What follows belongs to an exercise in optimizing a design on an open flow for small area; a production flow would make more cautious choices.
Function was checked by simulation only, so behaviour that the tests miss may differ from the original.
Power figures rest on the tool's default switching activity, not on a simulated workload.

==> juniper <==
==> flow/design.v <==
module rising_edge_detector (
    input clk,           
    input reset_n,       
    input input_signal,  
    output rising_edge_detected  
);
reg input_signal_d1;
reg input_signal_d2;
always @(posedge clk or negedge reset_n) begin
    if (!reset_n) begin
        input_signal_d1 <= 0;
        input_signal_d2 <= 0;
    end else begin
        input_signal_d1 <= input_signal;
        input_signal_d2 <= input_signal_d1;
    end
end
assign rising_edge_detected = ~input_signal_d2 & input_signal_d1;
endmodule
module fi_channel (
    input  clk,
    input  rst,
    input  pin,
    input  ph0,       
    input  dph0,      
    input  [1:0] sph,
    input  hclr,      
    input  frz,
    input  mstate,
    input  accept,
    output hbit,      
    output slbit      
);
wire e;
rising_edge_detector red (
    .clk(clk),
    .reset_n(rst),
    .input_signal(pin),
    .rising_edge_detected(e)
);
reg [3:0] L;
reg fH, fD, cH, cD;
reg [27:0] H;
reg [13:0] D;
reg [3:0] SL;
wire w   = e & (&L);
wire toD = frz | accept;
wire hout = H[0] & ~hclr;
wire a    = mstate & D[0];
wire cHe  = ph0 ? (fH | (mstate & fD)) : cH;
wire hin  = hout ^ a ^ cHe;
wire cHn  = (hout & a) | (hout & cHe) | (a & cHe);
wire cDe  = dph0 ? (fD & frz) : cD;
wire din  = frz & (D[0] ^ cDe);
always @(posedge clk or negedge rst) begin
    if (!rst)
        L <= 4'd0;
    else if (e)
        L <= L + 1'b1;
end
always @(posedge clk or negedge rst) begin
    if (!rst)
        fH <= 1'b0;
    else
        fH <= (w & ~toD) | (fH & ~ph0);
end
always @(posedge clk) begin
    cH <= cHn;
    fD <= (w & toD) | (fD & ~dph0);
    cD <= D[0] & cDe;
end
always @(posedge clk) begin
    H <= {hin, H[27:1]};
    D <= {din, D[13:1]};
    if (accept)
        SL <= L;
end
assign hbit  = hout;
assign slbit = SL[sph];
endmodule
module fastinput_in (
    input  rst,
    input  clk,
    input  [3:0] Fast,
    input  ph0,
    input  dph0,
    input  [1:0] sph,
    input  hclr,
    input  frz,
    input  mstate,
    input  accept,
    output [3:0] hbit,
    output [3:0] slbit
);
genvar i;
generate
    for (i = 0; i < 4; i = i + 1) begin : ch
        fi_channel u (
            .clk(clk), .rst(rst), .pin(Fast[i]),
            .ph0(ph0), .dph0(dph0), .sph(sph),
            .hclr(hclr), .frz(frz), .mstate(mstate), .accept(accept),
            .hbit(hbit[i]), .slbit(slbit[i])
        );
    end
endgenerate
endmodule
module Receive2uart(
	input  uart_rxd,
	input  Clk,
	input  Rst,
	output is_cmd,
	output reg Rx_Done
);
reg s0_uart_rx, s1_uart_rx;
reg tmp0_uart_rx, tmp1_uart_rx;
reg uart_state;
reg [4:0] div_cnt;
reg [7:0] bps_cnt;
reg [1:0] acc;
reg match;
wire bps_Clk = uart_state && (div_cnt == 5'd3);
wire nedege = !tmp0_uart_rx & tmp1_uart_rx;
wire reject = (bps_cnt == 8'd12) && (acc == 2'd3);
assign is_cmd = match;
always @(posedge Clk or negedge Rst) begin
	if (!Rst) begin
		s0_uart_rx <= 1'b0;
		s1_uart_rx <= 1'b0;
		tmp0_uart_rx <= 1'b0;
		tmp1_uart_rx <= 1'b0;
	end else begin
		s0_uart_rx <= uart_rxd;
		s1_uart_rx <= s0_uart_rx;
		tmp0_uart_rx <= s1_uart_rx;
		tmp1_uart_rx <= tmp0_uart_rx;
	end
end
always @(posedge Clk) begin
	if (uart_state && div_cnt != 5'd19)
		div_cnt <= {div_cnt[3:0], ~(div_cnt[4] ^ div_cnt[2])};
	else
		div_cnt <= 5'd0;
end
always @(posedge Clk) begin
	if (!uart_state || bps_cnt == 8'd159 || reject)
		bps_cnt <= 8'd0;
	else if (bps_Clk)
		bps_cnt <= bps_cnt + 1'b1;
end
always @(posedge Clk or negedge Rst) begin
	if (!Rst)
		Rx_Done <= 1'b0;
	else
		Rx_Done <= uart_state && (bps_cnt == 8'd159);
end
wire in_win = (bps_cnt[3:0] >= 4'd6) && (bps_cnt[3:0] <= 4'd11) && (bps_cnt != 8'd41);
wire [3:0] grp = bps_cnt[7:4];
wire exp_bit = (grp == 4'd1) || (grp == 4'd3);
wire pol = (grp == 4'd0);
wire dbit = (grp == 4'd2) ? !acc[1] : (acc != 2'd3);
always @(posedge Clk) begin
	if (bps_Clk) begin
		if (bps_cnt[3:0] == 4'd0)
			acc <= 2'd0;
		else if (in_win && s1_uart_rx == pol && acc != 2'd3)
			acc <= acc + 1'b1;
		if (bps_cnt == 8'd12)
			match <= 1'b1;
		else if (bps_cnt[3:0] == 4'd12 && grp <= 4'd8 && dbit != exp_bit)
			match <= 1'b0;
	end
end
always @(posedge Clk or negedge Rst) begin
	if (!Rst)
		uart_state <= 1'b0;
	else if (nedege)
		uart_state <= 1'b1;
	else if (Rx_Done || reject)
		uart_state <= 1'b0;
end
endmodule
module Write2uart(
	input Clk,
	input Rst,
	input Send_en,
	input nbit,
	output reg uart_txd,
	output reg TX_Done,
	output reg [3:0] q
);
reg [8:0] div_cnt;
reg uart_state;
wire div_lo  = uart_state && (div_cnt[8:3] == 6'd0) && div_cnt[1] && div_cnt[0];
wire bps_clk = div_lo && !div_cnt[2];
wire slot0   = div_lo && div_cnt[2];
always @(posedge Clk or negedge Rst) begin
	if (!Rst)
		TX_Done <= 1'b0;
	else
		TX_Done <= uart_state && (q == 4'd10);
end
always @(posedge Clk or negedge Rst) begin
	if (!Rst)
		uart_state <= 1'b0;
	else if (Send_en)
		uart_state <= 1'b1;
	else if (q == 4'd10)
		uart_state <= 1'b0;
end
always @(posedge Clk) begin
	if (!uart_state || q == 4'd10)
		q <= 4'd15;
	else if (bps_clk)
		q <= q + 1'b1;
end
always @(posedge Clk) begin
	if (uart_state && div_cnt != 9'd182)
		div_cnt <= {div_cnt[7:0], ~(div_cnt[8] ^ div_cnt[4])};
	else
		div_cnt <= 9'd0;
end
always @(posedge Clk or negedge Rst) begin
	if (!Rst)
		uart_txd <= 1'b1;
	else if (slot0) begin
		if (q == 4'd0)
			uart_txd <= 1'b0;
		else if (q <= 4'd8)
			uart_txd <= nbit;
		else
			uart_txd <= 1'b1;
	end
end
endmodule
module fastinput (
    input rst,
    input clk,
	input [3:0]CheckIO,
	input  receive,
    output write
);
wire RxDone;
wire is_cmd;
wire tx_done;
wire [3:0] q;
reg WriteEnable;
reg acc_d1;          
reg acc_d2;
reg [4:0] m;         
reg [4:0] php;
reg hclr;
reg frz;
reg mstate;
reg nbit;
reg [1:0] k;
reg [3:0] SumLo;
reg [3:0] SumHi;
wire accept = RxDone && !WriteEnable && is_cmd;
wire [3:0] hbit;
wire [3:0] slbit;
wire ph0  = (php == 5'd4);
wire dph0 = ph0 || (php == 5'd18);
wire ph31 = (php == 5'd31);
Write2uart Write2uart(
	.Clk(clk),
	.Rst(rst),
	.Send_en(WriteEnable),
	.nbit(nbit),
	.uart_txd(write),
	.TX_Done(tx_done),
	.q(q)
);
fastinput_in fastinput_in (
    .rst(rst),
    .clk(clk),
    .Fast(CheckIO),
    .ph0(ph0),
    .dph0(dph0),
    .sph(php[1:0]),
    .hclr(hclr),
    .frz(frz),
    .mstate(mstate),
    .accept(accept),
    .hbit(hbit),
    .slbit(slbit)
);
Receive2uart Receive2uart(
	.uart_rxd(receive),
	.Clk(clk),
	.Rst(rst),
	.is_cmd(is_cmd),
	.Rx_Done(RxDone)
);
always @(posedge clk or negedge rst) begin
	if (!rst) begin
		acc_d1 <= 1'b0;
		acc_d2 <= 1'b0;
	end else begin
		acc_d1 <= accept;
		acc_d2 <= acc_d1;
	end
end
always @(posedge clk or negedge rst) begin
	if (!rst)
		WriteEnable <= 1'b0;
	else if (acc_d2)
		WriteEnable <= 1'b1;
	else if (m == 5'd16)
		WriteEnable <= 1'b0;
end
wire fresh = (m == 5'd29);
always @(posedge clk or negedge rst) begin
	if (!rst)
		m <= 5'd29;
	else if (tx_done)
		m <= (m + 1'b1) | {4'd0, fresh};
	else if (m == 5'd16)
		m <= 5'd30;
end
wire unfz = (m == 5'd15) && q[3] && !q[2];
always @(posedge clk or negedge rst) begin
	if (!rst) begin
		php <= 5'd4;
		hclr <= 1'b1;
		frz <= 1'b0;
		mstate <= 1'b0;
	end else begin
		php <= ph31 ? 5'd4 : php + 1'b1;
		if (ph31)
			hclr <= 1'b0;
		if (accept)
			frz <= 1'b1;
		else if (ph31 && unfz)
			frz <= 1'b0;
		if (ph31)
			mstate <= frz && unfz;
	end
end
wire [3:0] x = php[4] ? slbit : hbit;
wire [1:0] ke = (php == 5'd28) ? 2'd0 : k;
wire [2:0] tot = x[0] + x[1] + x[2] + x[3] + ke;
wire win = (m[4:3] == 2'b00);
always @(posedge clk)
	k <= tot[2:1];
always @(posedge clk) begin
	SumLo <= (win && php[4:2] == 3'b111) ? {tot[0], SumLo[3:1]} : {SumLo[0], SumLo[3:1]};
	SumHi <= (win && php[4:2] == 3'b001) ? {tot[0], SumHi[3:1]} : {SumHi[0], SumHi[3:1]};
end
wire [1:0] c = m[3:2];
wire [1:0] j = m[1:0];
wire lowm = (php[1:0] == q[1:0]);
wire lowp = (j == 2'd0) && !q[2];
wire hm   = (php[4:2] == {j, q[2]});
reg cond;
reg src;
always @(*) begin
	if (!m[4]) begin
		cond = lowm && (lowp || hm);
		src  = lowp ? slbit[c] : hbit[c];
	end else if (m == 5'd31) begin
		cond = 1'b1;
		src  = (q == 4'd1) || (q == 4'd2);
	end else if (m[0]) begin
		cond = 1'b1;
		src  = 1'b0;
	end else begin
		cond = lowm;
		src  = q[2] ? SumHi[0] : SumLo[0];
	end
end
always @(posedge clk) begin
	if (!q[3] && cond)
		nbit <= src;
end
endmodule
==> flow/flow/run.sh <==
#!/bin/bash
# The standard layout (standard.sh: unchanged synthesis and steps) with
# two changes:
#  - the port buffers that buffer_ports inserts are sky130_fd_sc_hd__buf_1
#    instead of the delay buffer it picks by default;
#  - clock tree synthesis clusters at most 12 flip-flops within 40 um per
#    sky130_fd_sc_hd__clkbuf_4 and adds no dummy loads.
# ORFS writes each step's log under orfs/logs; the make output goes to
# standard.log.
set -euo pipefail
export BUFFER_PORTS_ARGS="-buffer_cell sky130_fd_sc_hd__buf_1"
export CTS_ARGS="-sink_clustering_enable -repair_clock_nets -sink_clustering_size 12 -sink_clustering_max_diameter 40 -buf_list sky130_fd_sc_hd__clkbuf_4 -dont_use_dummy_load"
bash standard.sh > standard.log 2>&1
==> flow/standard.sh <==
#!/bin/bash
# synth_recipe.tcl (not shown) runs the flow's synth.tcl, then flattens the netlist and writes it again
# the make line also repeats each setting of config.mk as NAME=value (left out here)
make -C /OpenROAD-flow-scripts/flow DESIGN_CONFIG=/design/flow/config.mk WORK_HOME=/design/flow/orfs CLKGATE_MAP_FILE= SYNTH_SCRIPT=/design/flow/synth_recipe.tcl "${@:-finish}"
==> flow/config.mk <==
export PLATFORM = sky130hd
export DESIGN_NAME = fastinput
export DESIGN_NICKNAME = fastinput
export VERILOG_FILES = /design/flow/design.v
export SDC_FILE = /design/flow/constraint.sdc
export NUM_CORES = 4
export LEC_CHECK = 0
export CAP_MARGIN = 20
export CORE_MARGIN = 2
export CORE_UTILIZATION = 40
export PLACE_DENSITY = 0.6
export SLEW_MARGIN = 20
==> flow/constraint.sdc <==
create_clock -name core_clock -period 10.0 [get_ports {clk}]
set_input_delay 2.0000 -clock core_clock [delete_from_list [all_inputs] [get_ports {clk}]]
set_output_delay 2.0000 -clock core_clock [all_outputs]
set_load 0.01 [all_outputs]
==> inputs of quartz, as changes to juniper <==
--- a/flow/design.v
+++ b/flow/design.v
@@ -117,9 +117,9 @@
 reg [4:0] div_cnt;
 reg [7:0] bps_cnt;
-reg [1:0] acc;
+reg [2:0] acc;
 reg match;
 wire bps_Clk = uart_state && (div_cnt == 5'd3);
 wire nedege = !tmp0_uart_rx & tmp1_uart_rx;
-wire reject = (bps_cnt == 8'd12) && (acc == 2'd3);
+wire reject = (bps_cnt == 8'd12) && (acc[2] | (acc[1] & acc[0]));
 assign is_cmd = match;
 always @(posedge Clk or negedge Rst) begin
@@ -157,15 +157,13 @@
 wire [3:0] grp = bps_cnt[7:4];
 wire exp_bit = (grp == 4'd1) || (grp == 4'd3);
-wire pol = (grp == 4'd0);
-wire dbit = (grp == 4'd2) ? !acc[1] : (acc != 2'd3);
 always @(posedge Clk) begin
 	if (bps_Clk) begin
 		if (bps_cnt[3:0] == 4'd0)
-			acc <= 2'd0;
-		else if (in_win && s1_uart_rx == pol && acc != 2'd3)
-			acc <= acc + 1'b1;
+			acc <= 3'd0;
+		else if (in_win)
+			acc <= acc + s1_uart_rx;
 		if (bps_cnt == 8'd12)
 			match <= 1'b1;
-		else if (bps_cnt[3:0] == 4'd12 && grp <= 4'd8 && dbit != exp_bit)
+		else if (bps_cnt[3:0] == 4'd12 && grp <= 4'd8 && acc[2] != exp_bit)
 			match <= 1'b0;
 	end
@@ -247,4 +245,5 @@
 reg acc_d1;          
 reg acc_d2;
+reg fresh;           
 reg [4:0] m;         
 reg [4:0] php;
@@ -309,13 +308,18 @@
 		WriteEnable <= 1'b0;
 end
-wire fresh = (m == 5'd29);
 always @(posedge clk or negedge rst) begin
 	if (!rst)
-		m <= 5'd29;
+		m <= 5'd30;
 	else if (tx_done)
-		m <= (m + 1'b1) | {4'd0, fresh};
+		m <= m + 1'b1;
 	else if (m == 5'd16)
 		m <= 5'd30;
 end
+always @(posedge clk or negedge rst) begin
+	if (!rst)
+		fresh <= 1'b1;
+	else if (tx_done)
+		fresh <= 1'b0;
+end
 wire unfz = (m == 5'd15) && q[3] && !q[2];
 always @(posedge clk or negedge rst) begin
@@ -361,5 +365,5 @@
 		cond = 1'b1;
 		src  = (q == 4'd1) || (q == 4'd2);
-	end else if (m[0]) begin
+	end else if (fresh) begin
 		cond = 1'b1;
 		src  = 1'b0;
==> flow/flow/run.sh (replaced) <==
#!/bin/bash
set -euo pipefail
export BUFFER_PORTS_ARGS="-buffer_cell sky130_fd_sc_hd__buf_1"
export CTS_ARGS="-sink_clustering_enable -repair_clock_nets -sink_clustering_size 12 -sink_clustering_max_diameter 50 -buf_list {sky130_fd_sc_hd__clkbuf_4 sky130_fd_sc_hd__clkbuf_8} -dont_use_dummy_load"
bash standard.sh > standard.log 2>&1
- CTS_CLUSTER_DIAMETER: not set -> 100
- CTS_CLUSTER_SIZE: not set -> 30
==> inputs of indigo, as changes to juniper <==
--- a/flow/design.v
+++ b/flow/design.v
@@ -122,4 +122,5 @@
 wire nedege = !tmp0_uart_rx & tmp1_uart_rx;
 wire reject = (bps_cnt == 8'd12) && (acc == 2'd3);
+wire last   = bps_cnt[7] && (&bps_cnt[4:0]);    
 assign is_cmd = match;
 always @(posedge Clk or negedge Rst) begin
@@ -143,5 +144,5 @@
 end
 always @(posedge Clk) begin
-	if (!uart_state || bps_cnt == 8'd159 || reject)
+	if (!uart_state || last || reject)
 		bps_cnt <= 8'd0;
 	else if (bps_Clk)
@@ -152,5 +153,5 @@
 		Rx_Done <= 1'b0;
 	else
-		Rx_Done <= uart_state && (bps_cnt == 8'd159);
+		Rx_Done <= uart_state && last;
 end
 wire in_win = (bps_cnt[3:0] >= 4'd6) && (bps_cnt[3:0] <= 4'd11) && (bps_cnt != 8'd41);
@@ -187,5 +188,6 @@
 	output reg uart_txd,
 	output reg TX_Done,
-	output reg [3:0] q
+	output reg [3:0] q,
+	output slot0
 );
 reg [8:0] div_cnt;
@@ -193,11 +195,13 @@
 wire div_lo  = uart_state && (div_cnt[8:3] == 6'd0) && div_cnt[1] && div_cnt[0];
 wire bps_clk = div_lo && !div_cnt[2];
-wire slot0   = div_lo && div_cnt[2];
+assign slot0 = div_lo && div_cnt[2];
 always @(posedge Clk or negedge Rst) begin
 	if (!Rst)
 		TX_Done <= 1'b0;
 	else
-		TX_Done <= uart_state && (q == 4'd10);
+		TX_Done <= uart_state && q10;
 end
+wire q10 = q[3] && q[1] && !q[0];
+wire q_data = !q[3] || (!q[1] && !q[0]);    
 always @(posedge Clk or negedge Rst) begin
 	if (!Rst)
@@ -205,9 +209,9 @@
 	else if (Send_en)
 		uart_state <= 1'b1;
-	else if (q == 4'd10)
+	else if (q10)
 		uart_state <= 1'b0;
 end
 always @(posedge Clk) begin
-	if (!uart_state || q == 4'd10)
+	if (!uart_state || q10)
 		q <= 4'd15;
 	else if (bps_clk)
@@ -226,5 +230,5 @@
 		if (q == 4'd0)
 			uart_txd <= 1'b0;
-		else if (q <= 4'd8)
+		else if (q_data)
 			uart_txd <= nbit;
 		else
@@ -244,4 +248,5 @@
 wire tx_done;
 wire [3:0] q;
+wire slot0;
 reg WriteEnable;
 reg acc_d1;          
@@ -253,12 +258,16 @@
 reg mstate;
 reg nbit;
-reg [1:0] k;
+reg spend;
+reg scarry;
 reg [3:0] SumLo;
 reg [3:0] SumHi;
 wire accept = RxDone && !WriteEnable && is_cmd;
+wire m16   = m[4] && !m[2];
+wire m31   = m[4] && m[1] && m[0];
+wire fresh = m[4] && !m[1] && m[0];    
 wire [3:0] hbit;
 wire [3:0] slbit;
-wire ph0  = (php == 5'd4);
-wire dph0 = ph0 || (php == 5'd18);
+wire ph0  = !php[4] && !php[3] && !php[1] && !php[0];    
+wire dph0 = ph0 || (php[3:0] == 4'b0010);               
 wire ph31 = (php == 5'd31);
 Write2uart Write2uart(
@@ -269,5 +278,6 @@
 	.uart_txd(write),
 	.TX_Done(tx_done),
-	.q(q)
+	.q(q),
+	.slot0(slot0)
 );
 fastinput_in fastinput_in (
@@ -306,8 +316,7 @@
 	else if (acc_d2)
 		WriteEnable <= 1'b1;
-	else if (m == 5'd16)
+	else if (m16)
 		WriteEnable <= 1'b0;
 end
-wire fresh = (m == 5'd29);
 always @(posedge clk or negedge rst) begin
 	if (!rst)
@@ -315,5 +324,5 @@
 	else if (tx_done)
 		m <= (m + 1'b1) | {4'd0, fresh};
-	else if (m == 5'd16)
+	else if (m16)
 		m <= 5'd30;
 end
@@ -337,14 +346,4 @@
 	end
 end
-wire [3:0] x = php[4] ? slbit : hbit;
-wire [1:0] ke = (php == 5'd28) ? 2'd0 : k;
-wire [2:0] tot = x[0] + x[1] + x[2] + x[3] + ke;
-wire win = (m[4:3] == 2'b00);
-always @(posedge clk)
-	k <= tot[2:1];
-always @(posedge clk) begin
-	SumLo <= (win && php[4:2] == 3'b111) ? {tot[0], SumLo[3:1]} : {SumLo[0], SumLo[3:1]};
-	SumHi <= (win && php[4:2] == 3'b001) ? {tot[0], SumHi[3:1]} : {SumHi[0], SumHi[3:1]};
-end
 wire [1:0] c = m[3:2];
 wire [1:0] j = m[1:0];
@@ -358,7 +357,7 @@
 		cond = lowm && (lowp || hm);
 		src  = lowp ? slbit[c] : hbit[c];
-	end else if (m == 5'd31) begin
+	end else if (m31) begin
 		cond = 1'b1;
-		src  = (q == 4'd1) || (q == 4'd2);
+		src  = !q[2] && (q[1] ^ q[0]);    
 	end else if (m[0]) begin
 		cond = 1'b1;
@@ -373,3 +372,17 @@
 		nbit <= src;
 end
+wire sadd = spend && !slot0 && !m[4] && (j == 2'd0) && !q[3] && cond;
+wire sold = (c != 2'd0) && (q[2] ? SumHi[0] : SumLo[0]);
+wire scin = (q[2:0] != 3'd0) && scarry;
+wire snew = sold ^ src ^ scin;
+always @(posedge clk) begin
+	if (slot0)
+		spend <= 1'b1;
+	else if (sadd)
+		spend <= 1'b0;
+	if (sadd)
+		scarry <= (sold & src) | (sold & scin) | (src & scin);
+	SumLo <= (sadd && !q[2]) ? {snew, SumLo[3:1]} : {SumLo[0], SumLo[3:1]};
+	SumHi <= (sadd &&  q[2]) ? {snew, SumHi[3:1]} : {SumHi[0], SumHi[3:1]};
+end
 endmodule
==> flow/flow/run.sh (replaced) <==
#!/bin/bash
# The standard layout (standard.sh) with these changes:
#  - synthesis: synth_recipe.tcl unchanged, except that ABC maps the logic
#    with the area-oriented mapping in flow/area.abc (amap) instead of abc_speed.script,
#    adders are left to ABC (no extract_fa, no Kogge-Stone carry map).
#    Registers are created and mapped exactly as in the standard synthesis.
#  - the port buffers that buffer_ports inserts are sky130_fd_sc_hd__buf_1
#    instead of the delay buffer it picks by default;
#  - clock tree synthesis clusters at most 11 flip-flops within 40 um per
#    sky130_fd_sc_hd__clkbuf_4 and adds no dummy loads.
# ORFS writes each step's log under orfs/logs; the make output goes to
# standard.log.
set -euo pipefail
here=$(cd "$(dirname "$0")" && pwd)

cat > synth_area.tcl <<EOS
proc abc {args} {
  set i [lsearch -exact \$args -script]
  if {\$i >= 0 && [string match *abc_speed.script [lindex \$args [expr {\$i + 1}]]]} {
    lset args [expr {\$i + 1}] $here/area.abc
  }
  puts "abc script: [lindex \$args [expr {\$i + 1}]]"
  yosys abc {*}\$args
}
proc extract_fa {args} { puts "extract_fa skipped" }
EOS
cat synth_recipe.tcl >> synth_area.tcl

export SYNTH_OPERATIONS_ARGS="-nordff"
export BUFFER_PORTS_ARGS="-buffer_cell sky130_fd_sc_hd__buf_1"
export CTS_ARGS="-sink_clustering_enable -repair_clock_nets -sink_clustering_size 11 -sink_clustering_max_diameter 40 -buf_list sky130_fd_sc_hd__clkbuf_4 -dont_use_dummy_load"
bash standard.sh SYNTH_SCRIPT=$PWD/synth_area.tcl finish > standard.log 2>&1
==> flow/flow/area.abc (new file) <==
strash
dch -f
amap -F 4 -A 10
- CORE_UTILIZATION: 40 -> 60
- PLACE_DENSITY: 0.6 -> 0.75
==> comparison table <==
metric	quartz	indigo	juniper
Result of the run	timing/DRC/antenna clean	timing/DRC/antenna clean	timing/DRC/antenna clean
Syn-to-layout area delta	8.840%	6.445%	6.894%
Routed len/inst	13.12 um	13.69 um	13.07 um
Seq area share	66.34%	73.28%	67.50%
Fin Hold WS	0.2897 ns	0.3049 ns	0.2443 ns
Wire length the detailed router placed on met1	5989 um	5563 um	5785 um
Fillcell total	1969	1011	1876
Arr. time, crit path	1.15 ns	1.24 ns	1.22 ns
CTS Root Buffer Type	clkbuf_8	clkbuf_4	clkbuf_4
Mapped Cells	644	644	637
Layout Cells excl Fill	947	863	943
Power Dens Cells	221.6 nW/um^2	216.3 nW/um^2	209.7 nW/um^2
Met2 capacity usage during global routing	16.84%	27.32%	17.65%
Post-synth EDFFs	21	21	20
GR met1 Demand/Resource	15.10%	24.98%	15.04%
Signal buffers	9	8	9
Skew-Pair Late Insertion Delay	0.52 ns	0.60 ns	0.63 ns
Sequential group share of total power	62.4%	69.1%	67.4%
Period Utilization, post-route	31.55%	32.38%	32.19%
End of the worst hold path	fastinput_in.ch[2].u.H[8]$_DFF_P_	fastinput_in.ch[0].u.H[12]$_DFF_P_	SumHi[1]$_DFF_P_
Slew HR	53.31%	40.55%	54.35%
Min Clock Period, post-route	3.155 ns	3.238 ns	3.219 ns
Clock Skews	0.05507 ns	0.03779 ns	0.09726 ns
Mean Syn Cell Area	13.58 sq um	12.48 sq um	13.62 sq um
Share of cells above drive strength 1	10.04%	6.405%	8.859%
Number of storage elements in the synthesis netlist	291	289	289

==> re-timing with driven ports <==
The flow's constraints put no driver on any port. The routed layouts listed below were extracted and timed again, unchanged, in two steps. Step 1: set_driving_cell puts a clkbuf_16 on clk and a buf_2 on each other input, an assumption about the parent block. Step 2 times the ports against the registers' clock, not the clock port: input delays grow and output delays shrink by t, the midpoint of the rising clock arrivals with the driver on. a / b / c = ideal ports / drivers / drivers and shift; a / b = the first two.
run | shift t [ns] | slack for setup (ns) | slew at the worst register clock pin (ns) | worst data-port slew with drivers (ns) | pins driven straight from the clock port
juniper | 0.604 | 6.781 / 6.745 / 7.202 | 0.12 / 0.12 | 0.03 | 1
quartz | 0.520 | 6.845 / 6.806 / 7.298 | 0.08 / 0.08 | 0.03 | 1
indigo | 0.624 | 6.762 / 6.728 / 7.291 | 0.11 / 0.11 | 0.03 | 1
After both steps setup and hold are still met in every run listed.
